This design comes from an exercise in tuning for small area, a short achievable clock period and few clock cycles on the open sky130 flow, not from production work.
At most, simulation tests tie the RTL to the original design; equivalence was not proved.
No activity file was given, so power comes from the tool's default toggle rates.

==> flow/design.v (excerpt) <==
module Sobel (
    input         ap_clk,
    input         ap_rst,
    input         ap_start,
    output        ap_done,
    output        ap_idle,
    output        ap_ready,
    input  [31:0] p_src_mat_rows_read,
    input  [31:0] p_src_mat_cols_read,
    output [11:0] p_src_mat_data_V_address0,
    output        p_src_mat_data_V_ce0,
    input  [7:0]  p_src_mat_data_V_q0,
    output [11:0] p_dst_matx_data_V_address0,
    output        p_dst_matx_data_V_ce0,
    output        p_dst_matx_data_V_we0,
    output [7:0]  p_dst_matx_data_V_d0,
    output [11:0] p_dst_maty_data_V_address0,
    output        p_dst_maty_data_V_ce0,
    output        p_dst_maty_data_V_we0,
    output [7:0]  p_dst_maty_data_V_d0
);
Size: about 1300 cells after synthesis, ~140 I/O pins.
clock: 5.0 ns
lec_check: 0
abc_clock_period_in_ps: 2500
cap_margin: 20
core_margin: 2
core_utilization: 55
setup_slack_margin: 2.5
slew_margin: 20
run.sh (not shown) runs the stock make flow with config.mk's settings and CLKGATE_MAP_FILE= SYNTH_SCRIPT=/design/flow/synth_recipe.tcl, a recipe that flattens the netlist after the stock synthesis.
Then changed:
--- a/flow/config.mk
+++ b/flow/config.mk
@@ -6,5 +6,4 @@
 export NUM_CORES = 4
 export LEC_CHECK = 0
-export ABC_CLOCK_PERIOD_IN_PS = 2500
 export CAP_MARGIN = 20
 export CORE_MARGIN = 2
Result:
- total power is unchanged
- register-to-register slack is about the same
- sequential cell count does not change
- wire length is unchanged
- cell count stays the same
- synthesized cell count does not change
- final area is unchanged
- first-iteration DRC count does not change
- global-route usage is unchanged
No run of this note included a check of the RTL's function; only the layout flow was run.

---

Setup of job 2545:
Sobel, a different RTL version from the one above (not shown whole).
For scale: about 1600 cells after synthesis, roughly 530 flip-flops, ~140 I/O pins.
export LEC_CHECK = 0
export CAP_MARGIN = 20
export CORE_MARGIN = 2
export CORE_UTILIZATION = 55
export CTS_CLUSTER_DIAMETER = 80
export CTS_CLUSTER_SIZE = 32
export SETUP_SLACK_MARGIN = 2.65
export SLEW_MARGIN = 20
export BUFFER_PORTS_ARGS = -buffer_cell sky130_fd_sc_hd__buf_1
create_clock -name core_clock -period 5.0 [get_ports {ap_clk}]
standard.sh (not shown) runs the stock make flow with config.mk's settings and CLKGATE_MAP_FILE= SYNTH_SCRIPT=/design/flow/synth_recipe.tcl, a recipe that flattens the netlist after the stock synthesis.
==> flow/flow/run.sh <==
#!/bin/bash
# Standard layout flow; only the cell used to buffer the ports is chosen
# (sky130_fd_sc_hd__buf_1 instead of the tool's default pick).
set -o pipefail
cp standard.sh standard_sh_copy.log
cp config.mk config_orig.log
echo 'export BUFFER_PORTS_ARGS = -buffer_cell sky130_fd_sc_hd__buf_1' >> config.mk
bash standard.sh > standard_run.log 2>&1
Testbench counts of job 2545, summed over its fixed seeds: cycles 82,208.
Modified inputs, job 3367 compared to job 2545
diff --git a/flow/config.mk b/flow/config.mk
--- a/flow/config.mk
+++ b/flow/config.mk
@@ -13 +13 @@
-export SETUP_SLACK_MARGIN = 2.65
+export SETUP_SLACK_MARGIN = 2.7
Findings:
- Having completed the whole flow, job 3367 delivered a layout that passed the timing, DRC and antenna checks.
- Side by side, filler cell count in the final layout turned out higher in job 3367 than in job 2545.
- In the tables for job 3367 and job 2545, sequential share of cell area reads lower with job 3367.
- Highest clock frequency the design can meet delta (job 3367 -> job 2545): insignificant
- Of the two values seen for worst setup path endpoint, sym[8]$_DFF_P_ was produced by job 3367 and sxp[8]$_DFF_P_ by job 2545.
- Measured against each other, job 3367 and job 2545 differ in setup slack, the higher figure coming from job 3367.
- Compared with job 2545, in job 3367 average routed wire per standard cell saw an increase, total CTS buffers saw an increase.
- [compare] base=job 2545 new=job 3367: time the final worst path needs with I/O delays and setup fell by 3.4 ps; total length of routed wires picked up an extra 740 µm.
Setup changes, job 3367 to job 5499
diff --git a/flow/config.mk b/flow/config.mk
--- a/flow/config.mk
+++ b/flow/config.mk
@@ -10 +10 @@
-export CORE_UTILIZATION = 55
+export CORE_UTILIZATION = 45
@@ -13 +13 @@
-export SETUP_SLACK_MARGIN = 2.7
+export SETUP_SLACK_MARGIN = 2.6
[summary]
Number of filler cells placed in the layout went up by more than a quarter going from job 3367 to job 5499. Summary of job 5499 over job 3367: first-iteration DRC count climbed 56; die height climbed 10%; detailed-route wire length dropped about 1.8%; final instance area dropped about 0.7%. Cell count: job 5499 higher than job 3367. On internal portion of total power, job 3367 and job 5499 are neck and neck. Job 5499 completed; timing, DRC and antenna clean.
Edits applied to the flow inputs when going from job 5499 to job 4367:
diff --git a/flow/config.mk b/flow/config.mk
--- a/flow/config.mk
+++ b/flow/config.mk
@@ -10 +10 @@
-export CORE_UTILIZATION = 45
+export CORE_UTILIZATION = 55
@@ -13 +13,2 @@
-export SETUP_SLACK_MARGIN = 2.6
+export PLACE_DENSITY = 0.8
+export SETUP_SLACK_MARGIN = 2.65
[summary]
The run showing the smaller fraction of power consumed by combinational cells is job 5499. [job 4367 vs job 5499] critical path depth: higher in job 4367. The higher detailed-routed wire length on met2 of job 5499 and job 4367 is in job 4367. Looking at die boundary width, job 4367 sits about 9% lower than job 5499 does. On job 4367: tightest slew margin relative to the limit is 19 points lower than what job 5499 gave. Summary of job 4367 over job 5499: relative area change from synthesis to final layout down 0.78 points; post-detailed-route wirelength per cell went up. Looking at cell area after placement, job 4367 sits about 0.56% lower than job 5499 does. Re fmax: job 5499 was lower than job 4367. In the tables for job 5499 and job 4367, total non-filler cell area in the finished layout reads lower with job 4367. On sequential group power, job 5499 tracks job 4367 almost exactly.
## Diff of input files: job 5008 against job 4367
diff --git a/flow/config.mk b/flow/config.mk
--- a/flow/config.mk
+++ b/flow/config.mk
@@ -13 +13 @@
-export PLACE_DENSITY = 0.8
+export PLACE_DENSITY = 0.9
### Flow results
From job 5008 to job 4367, total of hold buffers inserted after clock tree synthesis did not move at all.
Of job 4367 and job 5008, the run reporting the lower count of cell instances traversed by the critical path was job 5008.
Higher count of plain and timing-repair buffers goes to job 5008 over job 4367.
Worst hold slack delta (job 4367 -> job 5008): insignificant
Compared with job 4367, in job 5008 maximum fanout along the worst path decreased by 1 relative to the old numbers; global-route wire length before repair increased by 4.4% relative to the old numbers; via count of the first global-routing pass increased by 382 relative to the old numbers; setup slack decreased by 93 ps relative to the old numbers.

---

Sobel, a different RTL version from the one above (not shown whole).
For scale: roughly 1700 cells after synthesis, ~550 flip-flops, roughly 140 I/O pins, ~0.020 sq mm of cells after synthesis.
export LEC_CHECK = 0
export CAP_MARGIN = 20
export CORE_MARGIN = 2
export CORE_UTILIZATION = 70
export CTS_CLUSTER_DIAMETER = 80
export CTS_CLUSTER_SIZE = 32
export SETUP_SLACK_MARGIN = 2.5
export SLEW_MARGIN = 20
export BUFFER_PORTS_ARGS = -buffer_cell sky130_fd_sc_hd__buf_1
create_clock -name core_clock -period 5.0 [get_ports {ap_clk}]
Scripts as last shown in full above: flow/flow/run.sh
The starting point finished clean.
Edit:
Settings changed: CORE_UTILIZATION 70 to 55, SETUP_SLACK_MARGIN 2.5 to 2.7.
Result: Power grows by 4.5%; hold slack improved by 0.019 ns; wire length goes up by 4.8%; clock power climbs by 15%; worst setup slack gains 0.046 ns; clock skew stays flat; sequential power hardly moves; count of clock-buffer cells in the layout went up by 1; utilization went down by 14 points; via count fell by 0.39%.
Edit:
Settings changed: SETUP_SLACK_MARGIN 2.7 to 2.5.
Total power shrinks by 1.6%.
Routed wire length shrinks by 3.0%.
Setup slack degrades by 0.027 ns.
Register-to-register slack degrades by 0.03 ns.
Via count shrinks by 0.97%.
Die area stays the same.
Edit:
Settings changed: CTS_CLUSTER_DIAMETER 80 to 70, CTS_CLUSTER_SIZE 32 to 28.
Result: Worst hold slack is worse by 0.013 ns; power went up by 9.4%; count of clock-buffer cells in the layout grows by 13; clock skew increases by 0.0044 ns; fmax is lower by about 0.33%; cell area went up by about 2.4%; sequential share of layout area went down by 1.3 points; clock power rises by 37%; core utilization went up by 1.4 points.
Edit:
Settings changed: CTS_CLUSTER_DIAMETER 70 to 60, CTS_CLUSTER_SIZE 28 to 24.
Effect: The new run went through all stages and came out clean. Combinational power hardly moves. Routed wire length is about the same. Non-clock buffer count stays the same. Cell count stays flat.
No run of this note included a check of the RTL's function; only the layout flow was run.

---

Sobel, a different RTL version from the one above (not shown whole).
For scale: about 1,600 cells after synthesis, about 540 flip-flops, roughly 140 I/O pins, roughly 19,000 um2 of cells after synthesis.
clock: 5.0 ns
lec_check: 0
cap_margin: 20
core_margin: 2
core_utilization: 55
cts_cluster_diameter: 80
cts_cluster_size: 32
setup_slack_margin: 2.5
slew_margin: 20
buffer_ports_args: -buffer_cell sky130_fd_sc_hd__buf_1
Scripts as last shown in full above: flow/flow/run.sh
The baseline finished with timing, DRC and antenna clean.
Testbench counts at the start, summed over its fixed seeds: cycles 82,208.
Next try:
Settings changed: CORE_UTILIZATION 55 to 70, SETUP_SLACK_MARGIN 2.5 to 2.7.
What happened: The changed run finished with timing, DRC and antenna clean; clock power fell by 17%; hold slack barely changes; final area rose by 0.88%; critical path depth fell by 1; utilization rose by 18 points; die area fell by 21%; worst setup slack gets better by 0.052 ns; global-route usage rose by 4.8 points.
Next try:
Settings changed: CORE_UTILIZATION 70 to 55, SETUP_SLACK_MARGIN 2.7 to 2.9.
- sequential cell count does not change
- first-iteration DRC count goes down by 28%
- maximum frequency goes down by 0.54%
- final cell count goes up by 7.5%
- sequential share of layout area goes down by 3.2 points
- non-clock buffer count goes up by 31
- total power goes up by 9.3%
Next try:
Settings changed: SETUP_SLACK_MARGIN 2.9 to 2.7.
Outcome:
- total power shrinks by a few percent
- wire length shrinks by a few percent
- synthesized area does not change
- setup slack improves by 0.032 ns
- clock skew came out higher by 0.0054 ns
- clock-buffer cell count came out lower by 1
- final area goes down by a few percent
- utilization fell by 3.6 points
- combinational power came out lower by about a fifth
- sequential power is about the same
- global-route usage shrinks by 0.51 points

---

== alpha ==
Sobel, a different RTL version from the one above (not shown whole).
Size: roughly 450 flip-flops, roughly 140 I/O pins, ~17,000 sq um of cells after synthesis.
Settings: LEC_CHECK=0, CAP_MARGIN=20, CORE_MARGIN=2, CORE_UTILIZATION=55, CTS_CLUSTER_DIAMETER=60, CTS_CLUSTER_SIZE=24, SETUP_SLACK_MARGIN=2.5, SLEW_MARGIN=20, BUFFER_PORTS_ARGS=-buffer_cell sky130_fd_sc_hd__buf_1; clock period 5.0 ns.
Scripts as last shown in full above: flow/flow/run.sh
### alpha -> beta
- ABC_CLOCK_PERIOD_IN_PS: unset -> 1500
Results
Comparing beta against alpha, there is no change at all in number of diodes. Instance count on the critical path came out exactly the same in beta and alpha. Diff beta..alpha | number of vias in the routed layout | unchanged. Going from alpha to beta, clock period minus final worst setup slack has remained practically unchanged, routed wire length has remained practically unchanged, first-pass GRT wire length neither gained nor lost much. Post-route total power came out exactly the same in beta and alpha. There was hardly any difference in worst setup slack between beta and alpha. From alpha to beta the numbers moved as follows: count of inverters other than clock inverters in the layout comparable, effective utilization at floorplan comparable, count of placed standard cells including taps comparable.
No functional check of the RTL was part of any run of this note.

---

main:
Another version of the RTL of Sobel (not shown whole).
For scale: roughly 1600 cells after synthesis, about 530 flip-flops, ~140 I/O pins, ~18000 um2 of cells after synthesis.
Settings: LEC_CHECK=0, CAP_MARGIN=20, CORE_MARGIN=2, CORE_UTILIZATION=55, CTS_CLUSTER_DIAMETER=80, CTS_CLUSTER_SIZE=32, SETUP_SLACK_MARGIN=2.65, SLEW_MARGIN=20, BUFFER_PORTS_ARGS=-buffer_cell sky130_fd_sc_hd__buf_1; clock period 5.0 ns.
Scripts as last shown in full above: flow/flow/run.sh
main finished every step from synthesis to the final layout, and the layout passed the timing, DRC and antenna checks.
Changes in the feature branch relative to main:
Settings: PLACE_DENSITY now 0.8, previously not set.
[summary]
Between the feature branch and main, it is the feature branch whose clock network area share is lower, by 0.32 points.
Between main and the feature branch, the post-route worst hold slack figures differ only marginally.
Sort main and the feature branch by combinational share of power desc -> top: the feature branch
No functional check of the RTL was part of any run of this note.

---

Sobel, a different RTL version from the one above (not shown whole).
Size: about 140 I/O pins, roughly 19000 µm² of cells after synthesis.
Settings: LEC_CHECK=0, CAP_MARGIN=20, CORE_MARGIN=2, CORE_UTILIZATION=55, SETUP_SLACK_MARGIN=2.5, SLEW_MARGIN=20; clock period 5.0 ns.
run.sh (not shown) runs the stock make flow with config.mk's settings and CLKGATE_MAP_FILE= SYNTH_SCRIPT=/design/flow/synth_recipe.tcl, a recipe that flattens the netlist after the stock synthesis.
Stock flow here: none of the scripts above is used.
Rerun with:
==> flow/flow/run.sh (new file) <==
#!/bin/bash
# Standard layout flow; only the cell used to buffer the ports is chosen
# (sky130_fd_sc_hd__buf_1 instead of the tool's default pick).
set -o pipefail
cp standard.sh standard_sh_copy.log
cp config.mk config_orig.log
echo 'export BUFFER_PORTS_ARGS = -buffer_cell sky130_fd_sc_hd__buf_1' >> config.mk
bash standard.sh > standard_run.log 2>&1
==> flow/standard.sh (new file) <==
#!/bin/bash
# synth_recipe.tcl (not shown) runs the flow's synth.tcl, then flattens the netlist and writes it again
# the make line also repeats each setting of config.mk as NAME=value (left out here)
make -C /OpenROAD-flow-scripts/flow DESIGN_CONFIG=/design/flow/config.mk WORK_HOME=/design/flow/orfs CLKGATE_MAP_FILE= SYNTH_SCRIPT=/design/flow/synth_recipe.tcl "${@:-finish}"
Settings changed: BUFFER_PORTS_ARGS set to -buffer_cell sky130_fd_sc_hd__buf_1, CTS_CLUSTER_DIAMETER set to 60, CTS_CLUSTER_SIZE set to 24.
removed: flow/run.sh
=> Sequential cell count is unchanged; combinational power fell by about 8%; worst hold slack improved by 0.011 ns; power fell by 7.2%; critical path depth stays the same.
Function was not checked in any run of this note: the RTL went through the layout flow alone.

-- port drivers added, routing unchanged --
The flow's constraints put no driver on any port. The routed layouts listed below were extracted and timed again, unchanged, in two steps. Step 1 (the two cells are an assumption about what drives the block):
set clk [get_ports {ap_clk}]
set_driving_cell -lib_cell sky130_fd_sc_hd__clkbuf_16 $clk
set_driving_cell -lib_cell sky130_fd_sc_hd__buf_2 [delete_from_list [all_inputs] $clk]
Step 2 adds t to the input delays and takes it off the output delays; t is the mean of the earliest and latest rising clock arrival at the registers after step 1. Input paths then give back, and output paths get back, about the clock's delay inside the block. Three values: no drivers, after step 1, after step 2; two values: the first two.
run | shift t [ns] | setup WS [ns] | worst register clock-pin slew, ns | cell pins on the clock port's net
the first run of note 1 | 0.565 | 1.576 / 1.576 / 1.576 | 0.06 / 0.06 | 1
the second run of note 1 | 0.565 | 1.576 / 1.576 / 1.576 | 0.06 / 0.06 | 1
job 2545 | 0.605 | 2.643 / 2.630 / 2.135 | 0.11 / 0.11 | 1
job 3367 | 0.607 | 2.646 / 2.646 / 2.124 | 0.11 / 0.11 | 1
job 5499 | 0.623 | 2.625 / 2.625 / 2.116 | 0.12 / 0.12 | 1
job 4367 | 0.597 | 2.672 / 2.652 / 2.151 | 0.12 / 0.12 | 1
job 5008 | 0.588 | 2.578 / 2.578 / 2.160 | 0.12 / 0.12 | 1
the first run of note 3 | 0.597 | 2.589 / 2.567 / 2.302 | 0.12 / 0.12 | 1
the second run of note 3 | 0.605 | 2.635 / 2.635 / 2.172 | 0.11 / 0.11 | 1
the third run of note 3 | 0.613 | 2.608 / 2.582 / 2.173 | 0.12 / 0.12 | 1
the fourth run of note 3 | 0.577 | 2.600 / 2.600 / 2.161 | 0.10 / 0.10 | 1
the fifth run of note 3 | 0.595 | 2.603 / 2.603 / 2.149 | 0.09 / 0.09 | 1
the first run of note 4 | 0.611 | 2.569 / 2.569 / 1.994 | 0.12 / 0.12 | 1
the second run of note 4 | 0.591 | 2.621 / 2.621 / 2.091 | 0.12 / 0.12 | 1
the third run of note 4 | 0.630 | 2.608 / 2.608 / 2.072 | 0.12 / 0.12 | 1
the fourth run of note 4 | 0.614 | 2.640 / 2.640 / 2.076 | 0.12 / 0.12 | 1
alpha | 0.572 | 2.308 / 2.308 / 2.180 | 0.09 / 0.09 | 1
beta | 0.572 | 2.308 / 2.308 / 2.180 | 0.09 / 0.09 | 1
main | 0.600 | 2.619 / 2.608 / 2.008 | 0.11 / 0.11 | 1
the feature branch | 0.599 | 2.584 / 2.584 / 2.076 | 0.12 / 0.12 | 1
the first run of note 7 | 0.624 | 2.397 / 2.397 / 2.066 | 0.07 / 0.07 | 1
the second run of note 7 | 0.587 | 2.454 / 2.454 / 2.153 | 0.09 / 0.09 | 1
After both steps every run listed still meets setup and hold. For main, which loses most, drivers alone change the setup slack by -0.011 ns; drivers and shift together by -0.611 ns.
